From an optimization exercise on the open Yosys and OpenROAD flow, aimed at small area and a short achievable clock period; shortcuts taken in it are not production practice. Function was checked by simulation only, so behaviour that the tests miss may differ from the original. Power is estimated from default activity; no workload was simulated.

--- design/flow/config.mk ---
export PLATFORM = sky130hd
export DESIGN_NAME = pipelined_multiplier
export DESIGN_NICKNAME = pipelined_multiplier
export VERILOG_FILES = /design/flow/design.v
export SDC_FILE = /design/flow/constraint.sdc
export NUM_CORES = 4
export LEC_CHECK = 0
export CAP_MARGIN = 20
export CORE_MARGIN = 2
export CORE_UTILIZATION = 40
export SLEW_MARGIN = 20
--- design/flow/constraint.sdc ---
create_clock -name core_clock -period 4.5 [get_ports {clk}]
set_input_delay 0.9000 -clock core_clock [delete_from_list [all_inputs] [get_ports {clk}]]
set_output_delay 0.9000 -clock core_clock [all_outputs]
set_load 0.01 [all_outputs]
--- design/flow/design.v ---
module pipelined_multiplier (
    input clk,
    input rst,
    input [10:0] n1,
    input [7:0] n2,
    output reg [18:0] product
);
    reg [10:0] a1;
    reg [7:0] b1;
    reg [48:0] r2;
    reg [28:0] r3;
    reg v1, v2, v3;
    wire pp1;
    wire pp2;
    wire pp3;
    wire pp4;
    wire pp5;
    wire pp6;
    wire pp7;
    wire pp8;
    wire pp9;
    wire pp10;
    wire pp11;
    wire pp12;
    wire pp13;
    wire pp14;
    wire pp15;
    wire pp16;
    wire pp17;
    wire pp18;
    wire pp19;
    wire pp20;
    wire pp21;
    wire pp22;
    wire pp23;
    wire pp24;
    wire pp25;
    wire pp26;
    wire pp27;
    wire pp28;
    wire pp29;
    wire pp30;
    wire pp31;
    wire pp32;
    wire pp33;
    wire pp34;
    wire pp35;
    wire pp36;
    wire pp37;
    wire pp38;
    wire pp39;
    wire pp40;
    wire pp41;
    wire pp42;
    wire pp43;
    wire pp44;
    wire pp45;
    wire pp46;
    wire pp47;
    wire pp48;
    wire pp49;
    wire pp50;
    wire pp51;
    wire pp52;
    wire pp53;
    wire pp54;
    wire pp55;
    wire pp56;
    wire pp57;
    wire pp58;
    wire pp59;
    wire pp60;
    wire pp61;
    wire pp62;
    wire pp63;
    wire pp64;
    wire pp65;
    wire pp66;
    wire pp67;
    wire pp68;
    wire pp69;
    wire pp70;
    wire pp71;
    wire pp72;
    wire pp73;
    wire pp74;
    wire pp75;
    wire pp76;
    wire pp77;
    wire pp78;
    wire pp79;
    wire pp80;
    wire pp81;
    wire pp82;
    wire pp83;
    wire pp84;
    wire pp85;
    wire pp86;
    wire pp87;
    wire pp88;
    wire s89;
    wire c90;
    wire s91;
    wire c92;
    wire s93;
    wire c94;
    wire s95;
    wire c96;
    wire s97;
    wire c98;
    wire s99;
    wire c100;
    wire s101;
    wire c102;
    wire s103;
    wire c104;
    wire s105;
    wire c106;
    wire s107;
    wire c108;
    wire s109;
    wire c110;
    wire s111;
    wire c112;
    wire s113;
    wire c114;
    wire s115;
    wire c116;
    wire s117;
    wire c118;
    wire s119;
    wire c120;
    wire s121;
    wire c122;
    wire s123;
    wire c124;
    wire s125;
    wire c126;
    wire s127;
    wire c128;
    wire s129;
    wire c130;
    wire s131;
    wire c132;
    wire s133;
    wire c134;
    wire s135;
    wire c136;
    wire s137;
    wire c138;
    wire s139;
    wire c140;
    wire s141;
    wire c142;
    wire s143;
    wire c144;
    wire s145;
    wire c146;
    wire s147;
    wire c148;
    wire s149;
    wire c150;
    wire s151;
    wire c152;
    wire s153;
    wire c154;
    wire s155;
    wire c156;
    wire s157;
    wire c158;
    wire s159;
    wire c160;
    wire s161;
    wire c162;
    wire s163;
    wire c164;
    wire s165;
    wire c166;
    wire s167;
    wire c168;
    wire s169;
    wire c170;
    wire s171;
    wire c172;
    wire s173;
    wire c174;
    wire s175;
    wire c176;
    wire s177;
    wire c178;
    wire s179;
    wire c180;
    wire s181;
    wire c182;
    wire s183;
    wire c184;
    wire s185;
    wire c186;
    wire s187;
    wire c188;
    wire s189;
    wire c190;
    wire s191;
    wire c192;
    wire s193;
    wire c194;
    wire s195;
    wire c196;
    wire s197;
    wire c198;
    wire s199;
    wire c200;
    wire s201;
    wire c202;
    wire s203;
    wire c204;
    wire s205;
    wire c206;
    wire s207;
    wire c208;
    assign pp1 = a1[0] & b1[0];
    assign pp2 = a1[0] & b1[1];
    assign pp3 = a1[0] & b1[2];
    assign pp4 = a1[0] & b1[3];
    assign pp5 = a1[0] & b1[4];
    assign pp6 = a1[0] & b1[5];
    assign pp7 = a1[0] & b1[6];
    assign pp8 = a1[0] & b1[7];
    assign pp9 = a1[1] & b1[0];
    assign pp10 = a1[1] & b1[1];
    assign pp11 = a1[1] & b1[2];
    assign pp12 = a1[1] & b1[3];
    assign pp13 = a1[1] & b1[4];
    assign pp14 = a1[1] & b1[5];
    assign pp15 = a1[1] & b1[6];
    assign pp16 = a1[1] & b1[7];
    assign pp17 = a1[2] & b1[0];
    assign pp18 = a1[2] & b1[1];
    assign pp19 = a1[2] & b1[2];
    assign pp20 = a1[2] & b1[3];
    assign pp21 = a1[2] & b1[4];
    assign pp22 = a1[2] & b1[5];
    assign pp23 = a1[2] & b1[6];
    assign pp24 = a1[2] & b1[7];
    assign pp25 = a1[3] & b1[0];
    assign pp26 = a1[3] & b1[1];
    assign pp27 = a1[3] & b1[2];
    assign pp28 = a1[3] & b1[3];
    assign pp29 = a1[3] & b1[4];
    assign pp30 = a1[3] & b1[5];
    assign pp31 = a1[3] & b1[6];
    assign pp32 = a1[3] & b1[7];
    assign pp33 = a1[4] & b1[0];
    assign pp34 = a1[4] & b1[1];
    assign pp35 = a1[4] & b1[2];
    assign pp36 = a1[4] & b1[3];
    assign pp37 = a1[4] & b1[4];
    assign pp38 = a1[4] & b1[5];
    assign pp39 = a1[4] & b1[6];
    assign pp40 = a1[4] & b1[7];
    assign pp41 = a1[5] & b1[0];
    assign pp42 = a1[5] & b1[1];
    assign pp43 = a1[5] & b1[2];
    assign pp44 = a1[5] & b1[3];
    assign pp45 = a1[5] & b1[4];
    assign pp46 = a1[5] & b1[5];
    assign pp47 = a1[5] & b1[6];
    assign pp48 = a1[5] & b1[7];
    assign pp49 = a1[6] & b1[0];
    assign pp50 = a1[6] & b1[1];
    assign pp51 = a1[6] & b1[2];
    assign pp52 = a1[6] & b1[3];
    assign pp53 = a1[6] & b1[4];
    assign pp54 = a1[6] & b1[5];
    assign pp55 = a1[6] & b1[6];
    assign pp56 = a1[6] & b1[7];
    assign pp57 = a1[7] & b1[0];
    assign pp58 = a1[7] & b1[1];
    assign pp59 = a1[7] & b1[2];
    assign pp60 = a1[7] & b1[3];
    assign pp61 = a1[7] & b1[4];
    assign pp62 = a1[7] & b1[5];
    assign pp63 = a1[7] & b1[6];
    assign pp64 = a1[7] & b1[7];
    assign pp65 = a1[8] & b1[0];
    assign pp66 = a1[8] & b1[1];
    assign pp67 = a1[8] & b1[2];
    assign pp68 = a1[8] & b1[3];
    assign pp69 = a1[8] & b1[4];
    assign pp70 = a1[8] & b1[5];
    assign pp71 = a1[8] & b1[6];
    assign pp72 = a1[8] & b1[7];
    assign pp73 = a1[9] & b1[0];
    assign pp74 = a1[9] & b1[1];
    assign pp75 = a1[9] & b1[2];
    assign pp76 = a1[9] & b1[3];
    assign pp77 = a1[9] & b1[4];
    assign pp78 = a1[9] & b1[5];
    assign pp79 = a1[9] & b1[6];
    assign pp80 = a1[9] & b1[7];
    assign pp81 = a1[10] & b1[0];
    assign pp82 = a1[10] & b1[1];
    assign pp83 = a1[10] & b1[2];
    assign pp84 = a1[10] & b1[3];
    assign pp85 = a1[10] & b1[4];
    assign pp86 = a1[10] & b1[5];
    assign pp87 = a1[10] & b1[6];
    assign pp88 = a1[10] & b1[7];
    assign s89 = pp10 ^ pp17 ^ pp3;
    assign c90 = (pp10 & pp17) | (pp10 & pp3) | (pp17 & pp3);
    assign s91 = pp11 ^ pp18 ^ pp25;
    assign c92 = (pp11 & pp18) | (pp11 & pp25) | (pp18 & pp25);
    assign s93 = pp4 ^ c90 ^ s91;
    assign c94 = (pp4 & c90) | (pp4 & s91) | (c90 & s91);
    assign s95 = pp12 ^ pp19 ^ pp26;
    assign c96 = (pp12 & pp19) | (pp12 & pp26) | (pp19 & pp26);
    assign s97 = pp33 ^ pp5 ^ c92;
    assign c98 = (pp33 & pp5) | (pp33 & c92) | (pp5 & c92);
    assign s99 = pp13 ^ pp20 ^ pp27;
    assign c100 = (pp13 & pp20) | (pp13 & pp27) | (pp20 & pp27);
    assign s101 = pp34 ^ pp41 ^ pp6;
    assign c102 = (pp34 & pp41) | (pp34 & pp6) | (pp41 & pp6);
    assign s103 = c96 ^ s101 ^ s99;
    assign c104 = (c96 & s101) | (c96 & s99) | (s101 & s99);
    assign s105 = pp14 ^ pp21 ^ pp28;
    assign c106 = (pp14 & pp21) | (pp14 & pp28) | (pp21 & pp28);
    assign s107 = pp35 ^ pp42 ^ pp49;
    assign c108 = (pp35 & pp42) | (pp35 & pp49) | (pp42 & pp49);
    assign s109 = pp7 ^ c100 ^ c102;
    assign c110 = (pp7 & c100) | (pp7 & c102) | (c100 & c102);
    assign s111 = pp15 ^ pp22 ^ pp29;
    assign c112 = (pp15 & pp22) | (pp15 & pp29) | (pp22 & pp29);
    assign s113 = pp36 ^ pp43 ^ pp50;
    assign c114 = (pp36 & pp43) | (pp36 & pp50) | (pp43 & pp50);
    assign s115 = pp57 ^ pp8 ^ c106;
    assign c116 = (pp57 & pp8) | (pp57 & c106) | (pp8 & c106);
    assign s117 = c108 ^ s111 ^ s113;
    assign c118 = (c108 & s111) | (c108 & s113) | (s111 & s113);
    assign s119 = pp16 ^ pp23 ^ pp30;
    assign c120 = (pp16 & pp23) | (pp16 & pp30) | (pp23 & pp30);
    assign s121 = pp37 ^ pp44 ^ pp51;
    assign c122 = (pp37 & pp44) | (pp37 & pp51) | (pp44 & pp51);
    assign s123 = pp58 ^ pp65 ^ c112;
    assign c124 = (pp58 & pp65) | (pp58 & c112) | (pp65 & c112);
    assign s125 = c114 ^ s119 ^ s121;
    assign c126 = (c114 & s119) | (c114 & s121) | (s119 & s121);
    assign s127 = pp24 ^ pp31 ^ pp38;
    assign c128 = (pp24 & pp31) | (pp24 & pp38) | (pp31 & pp38);
    assign s129 = pp45 ^ pp52 ^ pp59;
    assign c130 = (pp45 & pp52) | (pp45 & pp59) | (pp52 & pp59);
    assign s131 = pp66 ^ pp73 ^ c120;
    assign c132 = (pp66 & pp73) | (pp66 & c120) | (pp73 & c120);
    assign s133 = c122 ^ s127 ^ s129;
    assign c134 = (c122 & s127) | (c122 & s129) | (s127 & s129);
    assign s135 = pp32 ^ pp39 ^ pp46;
    assign c136 = (pp32 & pp39) | (pp32 & pp46) | (pp39 & pp46);
    assign s137 = pp53 ^ pp60 ^ pp67;
    assign c138 = (pp53 & pp60) | (pp53 & pp67) | (pp60 & pp67);
    assign s139 = pp74 ^ pp81 ^ c128;
    assign c140 = (pp74 & pp81) | (pp74 & c128) | (pp81 & c128);
    assign s141 = c130 ^ s135 ^ s137;
    assign c142 = (c130 & s135) | (c130 & s137) | (s135 & s137);
    assign s143 = pp40 ^ pp47 ^ pp54;
    assign c144 = (pp40 & pp47) | (pp40 & pp54) | (pp47 & pp54);
    assign s145 = pp61 ^ pp68 ^ pp75;
    assign c146 = (pp61 & pp68) | (pp61 & pp75) | (pp68 & pp75);
    assign s147 = pp82 ^ c136 ^ c138;
    assign c148 = (pp82 & c136) | (pp82 & c138) | (c136 & c138);
    assign s149 = pp48 ^ pp55 ^ pp62;
    assign c150 = (pp48 & pp55) | (pp48 & pp62) | (pp55 & pp62);
    assign s151 = pp69 ^ pp76 ^ pp83;
    assign c152 = (pp69 & pp76) | (pp69 & pp83) | (pp76 & pp83);
    assign s153 = c144 ^ c146 ^ s149;
    assign c154 = (c144 & c146) | (c144 & s149) | (c146 & s149);
    assign s155 = pp56 ^ pp63 ^ pp70;
    assign c156 = (pp56 & pp63) | (pp56 & pp70) | (pp63 & pp70);
    assign s157 = pp77 ^ pp84 ^ c150;
    assign c158 = (pp77 & pp84) | (pp77 & c150) | (pp84 & c150);
    assign s159 = pp64 ^ pp71 ^ pp78;
    assign c160 = (pp64 & pp71) | (pp64 & pp78) | (pp71 & pp78);
    assign s161 = pp85 ^ c156 ^ s159;
    assign c162 = (pp85 & c156) | (pp85 & s159) | (c156 & s159);
    assign s163 = pp72 ^ pp79 ^ pp86;
    assign c164 = (pp72 & pp79) | (pp72 & pp86) | (pp79 & pp86);
    assign s165 = pp80 ^ pp87 ^ c164;
    assign c166 = (pp80 & pp87) | (pp80 & c164) | (pp87 & c164);
    assign s167 = r2[5] ^ r2[6] ^ r2[7];
    assign c168 = (r2[5] & r2[6]) | (r2[5] & r2[7]) | (r2[6] & r2[7]);
    assign s169 = r2[8] ^ r2[9] ^ c168;
    assign c170 = (r2[8] & r2[9]) | (r2[8] & c168) | (r2[9] & c168);
    assign s171 = r2[10] ^ r2[11] ^ r2[12];
    assign c172 = (r2[10] & r2[11]) | (r2[10] & r2[12]) | (r2[11] & r2[12]);
    assign s173 = r2[13] ^ s171 ^ c170;
    assign c174 = (r2[13] & s171) | (r2[13] & c170) | (s171 & c170);
    assign s175 = r2[14] ^ r2[15] ^ r2[16];
    assign c176 = (r2[14] & r2[15]) | (r2[14] & r2[16]) | (r2[15] & r2[16]);
    assign s177 = r2[17] ^ r2[18] ^ r2[19];
    assign c178 = (r2[17] & r2[18]) | (r2[17] & r2[19]) | (r2[18] & r2[19]);
    assign s179 = r2[20] ^ c176 ^ s177;
    assign c180 = (r2[20] & c176) | (r2[20] & s177) | (c176 & s177);
    assign s181 = r2[21] ^ r2[22] ^ r2[23];
    assign c182 = (r2[21] & r2[22]) | (r2[21] & r2[23]) | (r2[22] & r2[23]);
    assign s183 = r2[24] ^ c178 ^ s181;
    assign c184 = (r2[24] & c178) | (r2[24] & s181) | (c178 & s181);
    assign s185 = r2[25] ^ r2[26] ^ r2[27];
    assign c186 = (r2[25] & r2[26]) | (r2[25] & r2[27]) | (r2[26] & r2[27]);
    assign s187 = r2[28] ^ c182 ^ s185;
    assign c188 = (r2[28] & c182) | (r2[28] & s185) | (c182 & s185);
    assign s189 = r2[29] ^ r2[30] ^ r2[31];
    assign c190 = (r2[29] & r2[30]) | (r2[29] & r2[31]) | (r2[30] & r2[31]);
    assign s191 = r2[32] ^ r2[33] ^ c186;
    assign c192 = (r2[32] & r2[33]) | (r2[32] & c186) | (r2[33] & c186);
    assign s193 = s189 ^ c188 ^ s191;
    assign c194 = (s189 & c188) | (s189 & s191) | (c188 & s191);
    assign s195 = r2[34] ^ r2[35] ^ r2[36];
    assign c196 = (r2[34] & r2[35]) | (r2[34] & r2[36]) | (r2[35] & r2[36]);
    assign s197 = c190 ^ s195 ^ c192;
    assign c198 = (c190 & s195) | (c190 & c192) | (s195 & c192);
    assign s199 = r2[37] ^ r2[38] ^ r2[39];
    assign c200 = (r2[37] & r2[38]) | (r2[37] & r2[39]) | (r2[38] & r2[39]);
    assign s201 = r2[40] ^ c196 ^ s199;
    assign c202 = (r2[40] & c196) | (r2[40] & s199) | (c196 & s199);
    assign s203 = r2[41] ^ r2[42] ^ c200;
    assign c204 = (r2[41] & r2[42]) | (r2[41] & c200) | (r2[42] & c200);
    assign s205 = r2[43] ^ r2[44] ^ r2[45];
    assign c206 = (r2[43] & r2[44]) | (r2[43] & r2[45]) | (r2[44] & r2[45]);
    assign s207 = r3[10] ^ r3[8] ^ r3[9];
    assign c208 = (r3[10] & r3[8]) | (r3[10] & r3[9]) | (r3[8] & r3[9]);
    wire [18:0] sum3 = {1'b0, r3[27], r3[25], r3[23], r3[21], r3[19], r3[17], r3[16], r3[14], r3[12], r3[11], s207, r3[7], r3[6], r3[5], r3[4], r3[3], r3[1], r3[0]} + {1'b0, r3[28], r3[26], r3[24], r3[22], r3[20], r3[18], 1'b0, r3[15], r3[13], c208, 1'b0, 1'b0, 1'b0, 1'b0, 1'b0, 1'b0, r3[2], 1'b0};
    always @(posedge clk) begin
        a1 <= n1;
        b1 <= n2;
        r2[0] <= pp1;
        r2[1] <= pp2;
        r2[2] <= pp9;
        r2[3] <= s89;
        r2[4] <= s93;
        r2[5] <= s95;
        r2[6] <= c94;
        r2[7] <= s97;
        r2[8] <= c98;
        r2[9] <= s103;
        r2[10] <= s105;
        r2[11] <= s107;
        r2[12] <= c104;
        r2[13] <= s109;
        r2[14] <= c110;
        r2[15] <= s115;
        r2[16] <= s117;
        r2[17] <= c116;
        r2[18] <= c118;
        r2[19] <= s123;
        r2[20] <= s125;
        r2[21] <= c124;
        r2[22] <= c126;
        r2[23] <= s131;
        r2[24] <= s133;
        r2[25] <= c132;
        r2[26] <= c134;
        r2[27] <= s139;
        r2[28] <= s141;
        r2[29] <= s143;
        r2[30] <= s145;
        r2[31] <= c140;
        r2[32] <= c142;
        r2[33] <= s147;
        r2[34] <= s151;
        r2[35] <= c148;
        r2[36] <= s153;
        r2[37] <= c152;
        r2[38] <= s155;
        r2[39] <= c154;
        r2[40] <= s157;
        r2[41] <= c158;
        r2[42] <= s161;
        r2[43] <= c160;
        r2[44] <= s163;
        r2[45] <= c162;
        r2[46] <= s165;
        r2[47] <= pp88;
        r2[48] <= c166;
        r3[0] <= r2[0];
        r3[1] <= r2[1];
        r3[2] <= r2[2];
        r3[3] <= r2[3];
        r3[4] <= r2[4];
        r3[5] <= s167;
        r3[6] <= s169;
        r3[7] <= s173;
        r3[8] <= c172;
        r3[9] <= s175;
        r3[10] <= c174;
        r3[11] <= s179;
        r3[12] <= c180;
        r3[13] <= s183;
        r3[14] <= c184;
        r3[15] <= s187;
        r3[16] <= s193;
        r3[17] <= c194;
        r3[18] <= s197;
        r3[19] <= c198;
        r3[20] <= s201;
        r3[21] <= c202;
        r3[22] <= s203;
        r3[23] <= c204;
        r3[24] <= s205;
        r3[25] <= r2[46];
        r3[26] <= c206;
        r3[27] <= r2[47];
        r3[28] <= r2[48];
    end
    always @(posedge clk or posedge rst) begin
        if (rst) begin
            v1 <= 1'b0;
            v2 <= 1'b0;
            v3 <= 1'b0;
        end else begin
            v1 <= 1'b1;
            v2 <= v1;
            v3 <= v2;
        end
    end
    always @(posedge clk or posedge rst) begin
        if (rst)
            product <= 19'b0;
        else
            product <= sum3 & {19{v3}};
    end
endmodule
--- design/flow/run.sh ---
#!/bin/bash
# synth_recipe.tcl (not shown) runs the flow's synth.tcl, then flattens the netlist and writes it again
# the make line also repeats each setting of config.mk as NAME=value (left out here)
make -C /OpenROAD-flow-scripts/flow DESIGN_CONFIG=/design/flow/config.mk WORK_HOME=/design/flow/orfs CLKGATE_MAP_FILE= SYNTH_SCRIPT=/design/flow/synth_recipe.tcl finish
==> impl_metrics.yaml, run 1 <==
sta:
  timing.slew.headroom: 0.485
  maxSlewViolCount: 0
  tightest_slew_ps: 772
  finalSetupViolCount: 0
  tns_ps: 0
  post-route-period-util: 0.485
  finalHoldViolCount: 0
  grt_setup_unrepaired: "false"
  post-route-min-period_ps: 2180
  clock_skew_ps: 8.02
  timing.fmax_mhz: 458
clock_network:
  cts.sinks: 119
  cts_buffers: 17
  clock_path_buffers: 2
  post_cts_resized: 0
  clk_latency_ps: 410
  cts.clk_slew.worst_paths_ps: 50
  clockRootBuffer: "clkbuf_16"
  cts_setup_buffers: 0
  hold_buffers: 0
  cts.htree.levels: 4
  cts_tree: "built"
power:
  peakVddDrop_v: 0.000247
  p_int_w: 0.00256
  cellLeakagePower_nw: 2.87
  sw_frac_of_total: 0.282
  p_sw_w: 0.00101
  p_clk_frac: 0.355
  seqPwrFrac: 0.393
  p_comb_frac: 0.252
  p_per_area_mw_per_mm2: 567
route:
  wl_um: 8680
  drc: 0
  drt-initial-drc-count: 120
  vias: 2982
  final_antenna_net_count: 0
  viasPerCell: 4.40
  firstDrtPassIters: 4
  routedWlPerCell_um: 12.8
die:
  num_rows: 41
  die_y_um: 118
  die_area_mm2: 0.0138
  core_area_mm2: 0.0126
  die_w_um: 118
  start_util: 0.409
  io_pins: 40
grt:
  grt_overflow: 0
  grt_max_degree: 23
  antenna_found_initial: 0
  grt_pass1_vias: 3270
  grt_pass1_wl_um: 15500
  grtUsageTotal: 0.143
finish:
  design_area_mm2: 0.00630
  synthToLayoutAreaGrowth_pct: 22.1
  final-instance-count-excl-fill: 678
  drive_gt1_frac: 0.0692
  diodes: 0
  utilization: 0.499
  nets: 585
synth:
  seq_area_frac_synth: 0.483
  synthCells: 446
  ys_types: 39
  synthesis.area_mm2: 0.00516
  synth_nets: 538
  postSynthAreaPerCell_um2: 11.6
  ys_ff_latch: 119
  ys_warn_count: 1
setup_path:
  cp_slowest_cell: "clkdlybuf4s50_1"
  worstPathRequired_ps: 3600
  path_max_fanout: 1
  critPathBufInv: 1
  critical-path-top-delay-family: "buffers and inverters"
  end_kind: "output pin"
  cp_slowest_stage_delay_ps: 530
  ff2ff_setup_slack_ps: 2440
  criticalPathCategory: "flop to output pin"
  start_kind: "flop"
  crit_chain: "clkdlybuf4s50_1"
  crit_arrival_ps: 1280
run:
  cap_violations: 0
worst_hold_path:
  min_path_type: "flop to flop"
placed_design:
  gp_congestion: 0.879
  hpwlAfterDp_um: 6470
  port_buffers: 39
  post_dp_cell_area_mm2: 0.00572
  dp.cells: 646
status:
  status: "complete, no violations"
-- metrics by stage --
stage / hold WS, ps / total power [W] / setup slack (ps)
6_report: 320 / 0.00357 / 2320
3_5_place_dp: 312 / 0.00234 / 2440
4_1_cts: 321 / 0.00362 / 2280
3_3_place_gp: 317 / 0.00230 / 2490
2_1_floorplan: 310 / 0.00203 / 2550
5_1_grt: 332 / 0.00383 / 2250
-- sequential cells by signal, summed over array words and instances, names as in the netlist --
name	count
r2	49
product	19
v1	1
b1	8
v3	1
r3	29
a1	11
v2	1
-- area by class of cell --
| type | count | area [µm²] |
|---|---|---|
| Timing Repair Buffer | 39 | 390 |
| Clock inverter | 7 | 67.6 |
| Sequential cell | 119 | 2490 |
| Multi-Input combinational cell | 246 | 2360 |
| Tap cell | 172 | 215 |
| Inverter | 70 | 263 |
| Fill cell | 1142 | 6320 |
| Clock buffer | 25 | 507 |
-- cells in the final DEF, fill, tap and decap left out, types with 5 or more instances in the layout --
master / instances
fa_1: 60
clkbuf_16: 18
inv_1: 70
and2_1: 64
xnor2_1: 8
nand2_1: 46
dfxtp_1: 97
ha_1: 11
o21ai_0: 5
clkdlybuf4s50_1: 39
dfrtp_1: 22
nand3_1: 8
-- power by group through the flow --
stage / Clock (W) / Sequential (W) / Combinational, W
after floorplan: 0 / 0.00141 / 0.000619
after global placement: 0 / 0.00142 / 0.000874
after detailed placement: 0 / 0.00143 / 0.000910
after global routing: 0.00136 / 0.00143 / 0.00104
after CTS: 0.00130 / 0.00141 / 0.000915
final: 0.00127 / 0.00140 / 0.000900
-- synth_stat cells, drive strengths merged --
library cell / number / area, µm²
nor2b: 1 / 6.26
dfxtp: 97 / 1940
a21boi: 2 / 15.0
ha: 11 / 138
o21a: 2 / 16.3
inv: 70 / 263
xnor2: 8 / 70.1
a21oi: 5 / 28.8
nor4: 1 / 6.26
o21bai: 2 / 15.0
fa: 60 / 1200
o211ai: 1 / 7.51
and3: 2 / 13.8
o41ai: 1 / 16.3
o31ai: 1 / 7.51
a21o: 1 / 7.51
nand3: 9 / 50.1
conb: 1 / 3.75
nand2: 46 / 173
a211oi: 3 / 22.5
dfrtp: 22 / 551
clkbuf: 11 / 41.3
o21ai: 6 / 30.0
nand4: 3 / 25.0
or3: 2 / 13.8
nor2: 3 / 11.3
nor3: 2 / 10.0
and2: 64 / 400
mux2i: 3 / 30.0
a311oi: 1 / 8.76
xor2: 2 / 17.5
nand2b: 3 / 18.8
-- layer usage --
metal,GRT usage,wire [µm],vias up
met5,0,0,-
met4,0.0745,232,0
met3,0.0426,410,19
met2,0.232,4130,69
met1,0.172,3910,1452
li1,-,-,1442
-- worst paths after layout --
check                            start     endpoint  cells past startpoint
max in group asynchronous          rst  product[18]                      2
setup reg to reg                 r3[8]  product[17]                      6
setup / recovery           product[17]  product[17]                      1
hold reg to reg                  r2[2]        r3[2]                      0
hold / removal                   r2[2]        r3[2]                      0
min in group asynchronous          rst  product[10]                      2
-- cells by family (layout without fill, tap and decap cells) --
logic type                 Yosys count  after routing  synth area share
muxes                                3              3           0.00582
other                                1              1          0.000727
and+or+nand+nor                    136            136             0.141
buffers and inverters               81            141            0.0589
AOI/OAI and AO/OA                   25             25            0.0339
adders and majority gates           71             71             0.259
xor gates and xnor gates            10             10            0.0170
DFF                                119            119             0.483
==> run 2: changes to the inputs <==
==> design/flow/flow/run.sh (new file) <==
#!/bin/bash
# Own layout flow: the standard ORFS flow (standard.sh) with two changes:
#  - synthesis: the same script as synth_recipe.tcl, except that the second
#    part of Yosys's synth (fine:) runs with -noabc, so the bit-level adders
#    of the design reach extract_fa as written and map onto full-adder cells
#    without inverters between them (the final ABC mapping still runs);
#  - port buffers: buffer_ports uses sky130_fd_sc_hd__buf_2 instead of the
#    cell it picks by itself (clkdlybuf4s50_1).
# Each tool's output goes to its own log file in the work folder.
set -euo pipefail
work=$(pwd)
first='proc synth {args} { yosys synth -nofsm -noshare {*}$args }'
if [[ "$(head -1 synth_recipe.tcl)" == "$first" ]]; then
  {
    echo 'proc synth {args} { if {[lsearch $args "fine:"] >= 0} { yosys synth -nofsm -noshare -noabc {*}$args } else { yosys synth -nofsm -noshare {*}$args } }'
    tail -n +2 synth_recipe.tcl
  } > "$work/own_synth.tcl"
else
  cp synth_recipe.tcl "$work/own_synth.tcl"
fi
extra=()
if [[ -f flow/extra.mk ]]; then
  while IFS= read -r line; do
    [[ -n "$line" && "$line" != \#* ]] && extra+=("$line")
  done < flow/extra.mk
fi
bash standard.sh SYNTH_SCRIPT="$work/own_synth.tcl" \
  "BUFFER_PORTS_ARGS=-buffer_cell sky130_fd_sc_hd__buf_2" ${extra[@]+"${extra[@]}"} finish \
  > "$work/orfs_make.log" 2>&1
==> design/flow/standard.sh (new file) <==
#!/bin/bash
# synth_recipe.tcl (not shown) runs the flow's synth.tcl, then flattens the netlist and writes it again
# the make line also repeats each setting of config.mk as NAME=value (left out here)
make -C /OpenROAD-flow-scripts/flow DESIGN_CONFIG=/design/flow/config.mk WORK_HOME=/design/flow/orfs CLKGATE_MAP_FILE= SYNTH_SCRIPT=/design/flow/synth_recipe.tcl "${@:-finish}"
removed: design/flow/run.sh
==> run 2 against run 1 <==
Compared with the run above: clock-buffer cell count shrank 5; area after synthesis shrank 2.6%; critical path type is now flop to flop; clock skew is essentially flat; critical path depth grew 6; wire length shrank 4.3%; largest cell class unchanged; core utilization shrank 0.33 points; die area shrank 2.5%; sequential cell count is the same.
==> impl_metrics.yaml, run 2 <==
grt:
  grtUsageTotal: 0.141
  grt_max_degree: 23
  grt_overflow: 0
  grt_pass1_wl_um: 14300
  grt_pass1_vias: 2989
  antenna_found_initial: 0
clock_network:
  cts_buffers: 17
  clk_latency_ps: 400
  post_cts_resized: 0
  hold_buffers: 0
  cts.sinks: 119
  cts_tree: "built"
  cts_setup_buffers: 0
  cts.htree.levels: 4
  clockRootBuffer: "clkbuf_16"
  clock_path_buffers: 2
  cts.clk_slew.worst_paths_ps: 50
route:
  vias: 2724
  drt-initial-drc-count: 84
  final_antenna_net_count: 0
  routedWlPerCell_um: 13.7
  drc: 0
  wl_um: 8310
  viasPerCell: 4.49
  firstDrtPassIters: 4
die:
  num_rows: 40
  core_area_mm2: 0.0122
  die_y_um: 116
  io_pins: 40
  start_util: 0.413
  die_area_mm2: 0.0135
  die_w_um: 116
finish:
  fill_cells: 1080
  multi_input_area_mm2: 0.00248
  synthToLayoutAreaGrowth_pct: 20.0
  register_area_mm2: 0.00249
  nets: 518
  final_cell_mix: "and2_1, dfxtp_1, fa_1, buf_2, dfrtp_1"
  regMostFlops: "r2"
  design_area_mm2: 0.00603
  reg_top3: "r2 (49), r3 (29), product (19)"
  final_common_cell: "and2_1"
  final-instance-count-excl-fill: 607
  drive_gt1_frac: 0.169
  largest_register_ffs: 49
  diodes: 0
synth:
  ys_ff_latch: 119
  synth.most_common_cell: "and2_1"
  synth_edf_count: 0
  ys_async_sr_fraction: 0.185
  ys_types: 33
  synthTopCellsByCount: "and2_1, dfxtp_1, fa_1, dfrtp_1, xnor2_1"
  synthesis.area_mm2: 0.00502
  ys_warn_count: 1
  seq_area_frac_synth: 0.496
  synth_ff_type: "dfxtp_1"
  synth_top_cell_by_area: "dfxtp_1"
  synth.area.top_cells: "dfxtp_1, fa_1, and2_1"
  netlist.area_leader.share: 0.386
  postSynthAreaPerCell_um2: 13.3
  synth_nets: 471
  synthCells: 379
sta:
  setup_slack_ps: 2430
  timing.fmax_mhz: 484
  grt_setup_unrepaired: "false"
  timing.slew.headroom: 0.487
  clock_skew_ps: 7.90
  maxSlewViolCount: 0
  tns_ps: 0
  tightest_slew_ps: 769
  post-route-period-util: 0.459
  finalSetupViolCount: 0
  finalHoldViolCount: 0
  post-route-min-period_ps: 2070
setup_path:
  end_kind: "flop"
  start_kind: "flop"
  criticalPathCategory: "flop to flop"
  crit_arrival_ps: 2360
  worstPathRequired_ps: 4790
  path_max_fanout: 4
  worst_r2r_path_depth: 7
placed_design:
  port_buffers: 39
  gp_congestion: 0.834
  post-place-ws_ps: 2450
  post_dp_cell_area_mm2: 0.00539
  hpwlAfterDp_um: 5970
  dp.cells: 575
power:
  p_comb_frac: 0.243
  seqPwrFrac: 0.374
  power.total_w: 0.00375
  p_int_w: 0.00270
  cellLeakagePower_nw: 2.67
  sw_frac_of_total: 0.280
  p_sw_w: 0.00105
  peakVddDrop_v: 0.000237
  p_per_area_mw_per_mm2: 621
  p_clk_frac: 0.383
status:
  status: "complete, no violations"
worst_hold_path:
  min_path_type: "flop to flop"
  whs_path_depth: 0
run:
  cap_violations: 0
[run 2: cell types whose count changed after synthesis, sizes merged, moves of 3 or more]
cell	previous run	this run
nand2	46	7
o21ai	6	3
and2	64	105
a21o	1	4
inv	70	3
mux2i	3	0
a31oi	0	4
xnor2	8	12
nand3	9	4
nand4	3	6
nand2b	3	0
[run 2: through the flow]
step / hold WS [ps] / util
3_3_place_gp: 316 / 0.443
6_report: 327 / 0.496
2_1_floorplan: 310 / -
4_1_cts: 329 / 0.496
3_5_place_dp: 316 / 0.443
5_1_grt: 329 / 0.496
[run 2: power by group through the flow]
stage	Clock [W]	Sequential (W)	Combinational, W
finish	0.00143	0.00140	0.000910
global placement	0	0.00142	0.000878
global route	0.00152	0.00143	0.00104
floorplan	0	0.00142	0.000674
detailed placement	0	0.00142	0.000904
CTS	0.00146	0.00140	0.000918
[run 2: layout make-up]
class / instances / area share
clock inverter: 12 / 0.0286
inverter: 3 / 0.00187
multi-input combinational: 246 / 0.411
tap: 168 / 0.0349
clock buffer: 20 / 0.0776
sequential: 119 / 0.413
timing repair buffer: 39 / 0.0324
[run 2: cell families after synthesis]
family	count (synthesis)	synth area share
simple gates	135	0.161
flops	119	0.496
fa+ha+maj	71	0.266
compound gates	25	0.0411
xor+xnor	14	0.0244
buf+inv	14	0.0105
other cells	1	0.000746
[run 2: layer usage]
layer	track usage	share of wire
met5	0	0
met4	0.0698	0.023
met3	0.0418	0.041
met2	0.222	0.46
met1	0.178	0.47
[run 2: worst max-delay path: stages, from the launching register on]
cell     delay, ps
dfxtp_1        310
fa_1           420
ha_1           340
nand4_1        130
o21ai_1        310
a31oi_1        160
xnor2_1        140
and2_1         150
[run 2: path summary, 6_finish.rpt]
check | to | slack (ps) | from
worst max-delay path | product[16] | 2430 | r3[8]
max in group asynchronous | v1 | 3380 | rst
worst min register to register | r3[2] | 330 | r2[2]
worst min-delay path | r3[2] | 330 | r2[2]
worst max register to register | product[16] | 2430 | r3[8]
min in group asynchronous | product[12] | 640 | rst
==> run 3: changes to the inputs <==
--- a/design/flow/config.mk
+++ b/design/flow/config.mk
@@ -7,5 +7,7 @@
 export LEC_CHECK = 0
 export CAP_MARGIN = 20
 export CORE_MARGIN = 2
-export CORE_UTILIZATION = 40
+export CORE_UTILIZATION = 60
+export CTS_BUF_LIST = sky130_fd_sc_hd__clkbuf_8
+export CTS_CLUSTER_SIZE = 30
 export SLEW_MARGIN = 20
==> run 3 against run 2 <==
Compared with the run above: final cell count decreased by 10%; area after synthesis is the same; wire length down 5.6%; fmax hardly changed; largest cell class unchanged; sequential power hardly changed; non-clock buffer count stayed put; critical path depth unchanged; power down 11%.
==> impl_metrics.yaml, run 3 <==
status:
  status: "complete, no violations"
synth:
  ys_warn_count: 1
  seq_area_frac_synth: 0.496
  ys_types: 33
  synth_top_cell_by_area: "dfxtp_1"
  synthesis.area_mm2: 0.00502
  synthTopCellsByCount: "and2_1, dfxtp_1, fa_1, dfrtp_1, xnor2_1"
  synth.area.top_cells: "dfxtp_1, fa_1, and2_1"
  netlist.area_leader.share: 0.386
  ys_async_sr_fraction: 0.185
  synthCells: 379
  synth_nets: 471
  postSynthAreaPerCell_um2: 13.3
  synth.most_common_cell: "and2_1"
  synth_ff_type: "dfxtp_1"
  synth_edf_count: 0
  ys_ff_latch: 119
finish:
  largest_register_ffs: 49
  final_common_cell: "and2_1"
  nets: 518
  final-instance-count-excl-fill: 544
  reg_top3: "r2 (49), r3 (29), product (19)"
  diodes: 0
  fill_cells: 585
  final_cell_mix: "and2_1, dfxtp_1, fa_1, buf_2, dfrtp_1"
  regMostFlops: "r2"
  utilization: 0.704
  drive_gt1_frac: 0.169
  synthToLayoutAreaGrowth_pct: 14.5
sta:
  finalSetupViolCount: 0
  timing.fmax_mhz: 484
  tns_ps: 0
  timing.slew.headroom: 0.488
  post-route-min-period_ps: 2070
  finalHoldViolCount: 0
  clock_skew_ps: 9.66
  grt_setup_unrepaired: "false"
  tightest_slew_ps: 767
  worst_hold_slack_ps: 322
  maxSlewViolCount: 0
  post-route-period-util: 0.459
route:
  vias: 2698
  viasPerCell: 4.96
  routedWlPerCell_um: 14.4
  wl_um: 7850
  firstDrtPassIters: 4
  drc: 0
  final_antenna_net_count: 0
  drt-initial-drc-count: 84
die:
  io_pins: 40
  start_util: 0.615
  die_area_mm2: 0.00912
  die_w_um: 95.5
  die_y_um: 95.5
  core_area_mm2: 0.00818
  num_rows: 33
worst_hold_path:
  worstHoldEndpoint: "r3[27]"
  min_from: "r2[47]"
  whs_path_depth: 0
  min_path_type: "flop to flop"
power:
  p_comb_frac: 0.268
  p_int_w: 0.00234
  p_sw_w: 0.00101
  cellLeakagePower_nw: 2.58
  p_per_area_mw_per_mm2: 583
  p_clk_frac: 0.314
  seqPwrFrac: 0.418
  peakVddDrop_v: 0.000240
  sw_frac_of_total: 0.300
placed_design:
  dp.cells: 512
  gp_congestion: 0.835
  port_buffers: 39
  hpwlAfterDp_um: 5740
grt:
  grt_pass1_wl_um: 13600
  grt_max_degree: 23
  antenna_found_initial: 0
  grt_overflow: 0
  grt_pass1_vias: 2854
  grtUsageTotal: 0.202
setup_path:
  worst_r2r_path_depth: 7
  cp_slowest_stage_delay_ps: 420
  path_max_fanout: 4
  start_kind: "flop"
  crit_arrival_ps: 2380
  critPathBufInv: 0
  criticalPathCategory: "flop to flop"
  r2r-end: "product[14]"
  end_kind: "flop"
  critical-path-top-delay-family: "adder cells"
  cp_slowest_cell: "fa_1"
  crit_chain: "fa_1, ha_1, nand4_1, o21ai_1, a31oi_1, xnor2_1, and2_1"
  ff2ff_setup_slack_ps: 2430
  worstPathRequired_ps: 4810
  r2r-start: "r3[8]"
clock_network:
  clk_latency_ps: 420
  clockRootBuffer: "clkbuf_8"
  cts_setup_buffers: 0
  hold_buffers: 0
  cts_buffers: 17
  clock_path_buffers: 2
  cts.sinks: 119
  cts.clk_slew.worst_paths_ps: 70
  cts_tree: "built"
  post_cts_resized: 0
  cts.htree.levels: 4
run:
  cap_violations: 0
[run 3: cell counts after synthesis]
No cell type changed its count.
[run 3: cell type report]
class                      instances  area (µm²)  share of cell area
clock inverter                    14         194              0.0337
timing repair buffer              39         195              0.0339
inverter                           3        11.3             0.00196
multi-input combinational        246        2480               0.431
tap                              105         131              0.0228
clock buffer                      18         248              0.0431
sequential                       119        2490               0.433
[run 3: cell families after synthesis]
| group | count (synthesis) | synth area share |
|---|---|---|
| DFF | 119 | 0.496 |
| adders and majority gates | 71 | 0.266 |
| buffers and inverters | 14 | 0.0105 |
| xor gates and xnor gates | 14 | 0.0244 |
| and+or+nand+nor | 135 | 0.161 |
| other | 1 | 0.000746 |
| AOI/OAI and AO/OA | 25 | 0.0411 |
[run 3: how the worst max path moves through the flow]
stage	startpoint	end	slack (ps)	cells past startpoint
final	r3[8]	product[14]	2430	7
after global routing	r3[8]	product[16]	2330	7
after CTS	r3[8]	product[14]	2440	7
after detailed placement	r3[8]	product[16]	2450	7
after global placement	r3[8]	product[14]	2470	7
after floorplan	r3[8]	product[14]	2620	7
[run 3: layer usage]
metal,part of all wire,wire [µm],vias up,track usage
li1,-,-,1309,-
met2,0.46,3620,68,0.306
met4,0.0097,76,0,0.0702
met5,0,0,-,0
met1,0.48,3790,1313,0.277
met3,0.047,366,8,0.0664
[run 3: through the flow]
stage               setup slack, ps  instance area, µm²  power (W)
floorplan                      2620                5020    0.00209
global route                   2330                5750    0.00358
global placement               2470                5310    0.00230
detailed placement             2450                5310    0.00233
finish                         2430                5750    0.00335
CTS                            2440                5750    0.00339
[run 3: power by group through the flow]
stage	logic, W	registers, W	clock network (W)
2_1_floorplan	0.000674	0.00142	0
3_3_place_gp	0.000876	0.00142	0
3_5_place_dp	0.000899	0.00143	0
4_1_cts	0.000908	0.00140	0.00107
5_1_grt	0.00102	0.00143	0.00112
6_report	0.000899	0.00140	0.00105
==> run 4: changes to the inputs <==
--- a/design/flow/config.mk
+++ b/design/flow/config.mk
@@ -10,4 +10,5 @@
 export CORE_UTILIZATION = 60
 export CTS_BUF_LIST = sky130_fd_sc_hd__clkbuf_8
 export CTS_CLUSTER_SIZE = 30
+export SETUP_SLACK_MARGIN = 2.8
 export SLEW_MARGIN = 20
==> run 4 against run 3 <==
Compared with the run above: area after synthesis unchanged; setup slack gained 160 ps; wire length is 2.8% higher; clock power fell by 11%; non-clock buffer count increased by 6; clock skew fell by 0.64 ps.
==> impl_metrics.yaml, run 4 <==
grt:
  grt_overflow: 0
  grtUsageTotal: 0.207
  grt_pass1_vias: 2941
  grt_max_degree: 23
  grt_pass1_wl_um: 13900
  antenna_found_initial: 0
setup_path:
  ff2ff_setup_slack_ps: 2590
  end_kind: "flop"
  cp-endpoint: "product[16]"
  worst_r2r_path_depth: 7
  worstPathRequired_ps: 4800
  crit_chain: "fa_2, ha_4, nand4_1, o21ai_2, a31oi_1, xnor2_1, and2_1"
  path_max_fanout: 4
  cp_slowest_cell: "fa_2"
  criticalPathCategory: "flop to flop"
  r2r-start: "r3[10]"
  crit_start: "r3[10]"
  crit_arrival_ps: 2210
  cp_slowest_stage_delay_ps: 410
  start_kind: "flop"
  r2r-end: "product[16]"
sta:
  timing.slew.headroom: 0.486
  grt_setup_unrepaired: "true"
  finalSetupViolCount: 0
  finalHoldViolCount: 0
  tns_ps: 0
  maxSlewViolCount: 0
  post-route-period-util: 0.424
  clock_skew_ps: 9.01
  timing.fmax_mhz: 524
  post-route-min-period_ps: 1910
  tightest_slew_ps: 771
power:
  peakVddDrop_v: 0.000271
  cellLeakagePower_nw: 2.60
  p_per_area_mw_per_mm2: 567
finish:
  regMostFlops: "r2"
  final_cell_mix: "and2_1, dfxtp_1, fa_1, buf_2, dfrtp_1"
  nets: 524
  synthToLayoutAreaGrowth_pct: 17.3
  final_common_cell: "and2_1"
  diodes: 0
  drive_gt1_frac: 0.263
  reg_top3: "r2 (49), r3 (29), product (19)"
  design_area_mm2: 0.00589
  final-instance-count-excl-fill: 550
  fill_cells: 567
  largest_register_ffs: 49
route:
  viasPerCell: 4.99
  final_antenna_net_count: 0
  firstDrtPassIters: 4
  routedWlPerCell_um: 14.7
  drt-initial-drc-count: 91
  drc: 0
  wl_um: 8070
  vias: 2742
clock_network:
  clock_path_buffers: 2
  cts.sinks: 119
  cts_buffers: 17
  hold_buffers: 0
  clk_latency_ps: 410
  cts.clk_slew.worst_paths_ps: 80
  cts_tree: "built"
  clockRootBuffer: "clkbuf_8"
  cts.htree.levels: 4
synth:
  ys_types: 33
  synth_nets: 471
  ys_async_sr_fraction: 0.185
  ys_warn_count: 1
  synth_top_cell_by_area: "dfxtp_1"
  synthCells: 379
  synthesis.area_mm2: 0.00502
  synth_ff_type: "dfxtp_1"
  synth.area.top_cells: "dfxtp_1, fa_1, and2_1"
  postSynthAreaPerCell_um2: 13.3
  netlist.area_leader.share: 0.386
  synthTopCellsByCount: "and2_1, dfxtp_1, fa_1, dfrtp_1, xnor2_1"
  synth.most_common_cell: "and2_1"
  synth_edf_count: 0
  ys_ff_latch: 119
  seq_area_frac_synth: 0.496
die:
  num_rows: 33
  die_w_um: 95.5
  core_area_mm2: 0.00818
  die_y_um: 95.5
  io_pins: 40
  die_area_mm2: 0.00912
  start_util: 0.615
placed_design:
  post_dp_cell_area_mm2: 0.00534
  gp_congestion: 0.822
  port_buffers: 39
  hpwlAfterDp_um: 5650
  dp.cells: 512
worst_hold_path:
  min_from: "r2[4]"
  min_path_type: "flop to flop"
  whs_path_depth: 0
run:
  cap_violations: 0
status:
  status: "complete, no violations"
[run 4: cell count changes in the layout (fill, tap and decap cells not counted), moves of 3 or more]
cell     before  now
buf_4         0    4
dfxtp_2       0    7
dfxtp_1      97   78
fa_2          0    8
and2_1      105  102
buf_6         0    4
buf_2        39   36
dfxtp_4       0   12
fa_1         60   52
and2_4        0    3
[run 4: through the flow]
stage | hold slack [ps] | utilization | total power, W | setup WS [ps]
floorplan | 310 | - | 0.00213 | 2730
global placement | 314 | 0.654 | 0.00234 | 2650
detailed placement | 316 | 0.654 | 0.00236 | 2590
CTS | 329 | 0.708 | 0.00334 | 2580
global route | 337 | 0.721 | 0.00358 | 2500
finish | 324 | 0.721 | 0.00334 | 2590
[run 4: routing by layer]
metal / global-route usage / part of all wire / wire length (µm)
met5: 0 / 0 / 0
met4: 0.0786 / 0.026 / 207
met1: 0.280 / 0.47 / 3800
met2: 0.317 / 0.46 / 3750
met3: 0.0640 / 0.038 / 310
[run 4: layout make-up]
type	instances	area, µm²	area share
Tap cell	105	131	0.0223
Timing Repair Buffer	45	260	0.0442
Clock buffer	18	248	0.0420
Clock inverter	14	148	0.0251
Inverter	3	11.3	0.00191
Sequential cell	119	2550	0.432
Multi-Input combinational cell	246	2550	0.432
[run 4: worst max-delay path: cells and delay by family, from the launching register on]
family	cells	cell delay, ps
simple gates	2	280
compound gates	2	360
xor+xnor	1	140
flops	1	320
fa+ha+maj	2	700
[run 4: how the worst min path moves through the flow]
stage	end
floorplan	r3[0]
global placement	r3[27]
detailed placement	r3[3]
CTS	r3[4]
global route	r3[1]
finish	r3[4]
[run 4: what timing repair did]
action                     CTS  global route
setup endpoints to repair   45            42
buffers inserted             2             4
resized for setup           18            30
pin swaps                    5            10
[run 4: logic make-up after synthesis]
kind of cell	Yosys count	share of synthesized area
simple gates	135	0.161
flops	119	0.496
fa+ha+maj	71	0.266
compound gates	25	0.0411
xor+xnor	14	0.0244
buf+inv	14	0.0105
other cells	1	0.000746
[run 4: power breakdown]
| group | internal, W | leakage (nW) | switching (W) |
|---|---|---|---|
| clock | 0.000510 | 0.200 | 0.000429 |
| sequential | 0.00128 | 1.10 | 0.000125 |
| combinational | 0.000501 | 1.30 | 0.000495 |
| total | 0.00229 | 2.60 | 0.00105 |

[static timing again, ports no longer ideal]
In the flow no input, the clock included, has a driving cell. The finished layouts below were timed again as built, in two steps. Step 1 (the two cells are an assumption about what drives the block):
set clk [get_ports {clk}]
set_driving_cell -lib_cell sky130_fd_sc_hd__clkbuf_16 $clk
set_driving_cell -lib_cell sky130_fd_sc_hd__buf_2 [delete_from_list [all_inputs] $clk]
Step 2 adds t to the input delays and takes it off the output delays; t is the mean of the earliest and latest rising clock arrival at the registers after step 1. Input paths then give back, and output paths get back, about the clock's delay inside the block. a / b / c = ideal / step 1 / step 2; a / b = the first two.
| run | shift t [ns] | setup slack, ns | pins driven straight from the clock port |
|---|---|---|---|
| run 1 | 0.440 | 2.319 / 2.284 / 2.435 | 1 |
| run 2 | 0.438 | 2.435 / 2.435 / 2.435 | 1 |
| run 3 | 0.444 | 2.434 / 2.434 / 2.434 | 1 |
| run 4 | 0.442 | 2.592 / 2.592 / 2.592 | 1 |
After both steps every run listed still meets setup and hold.
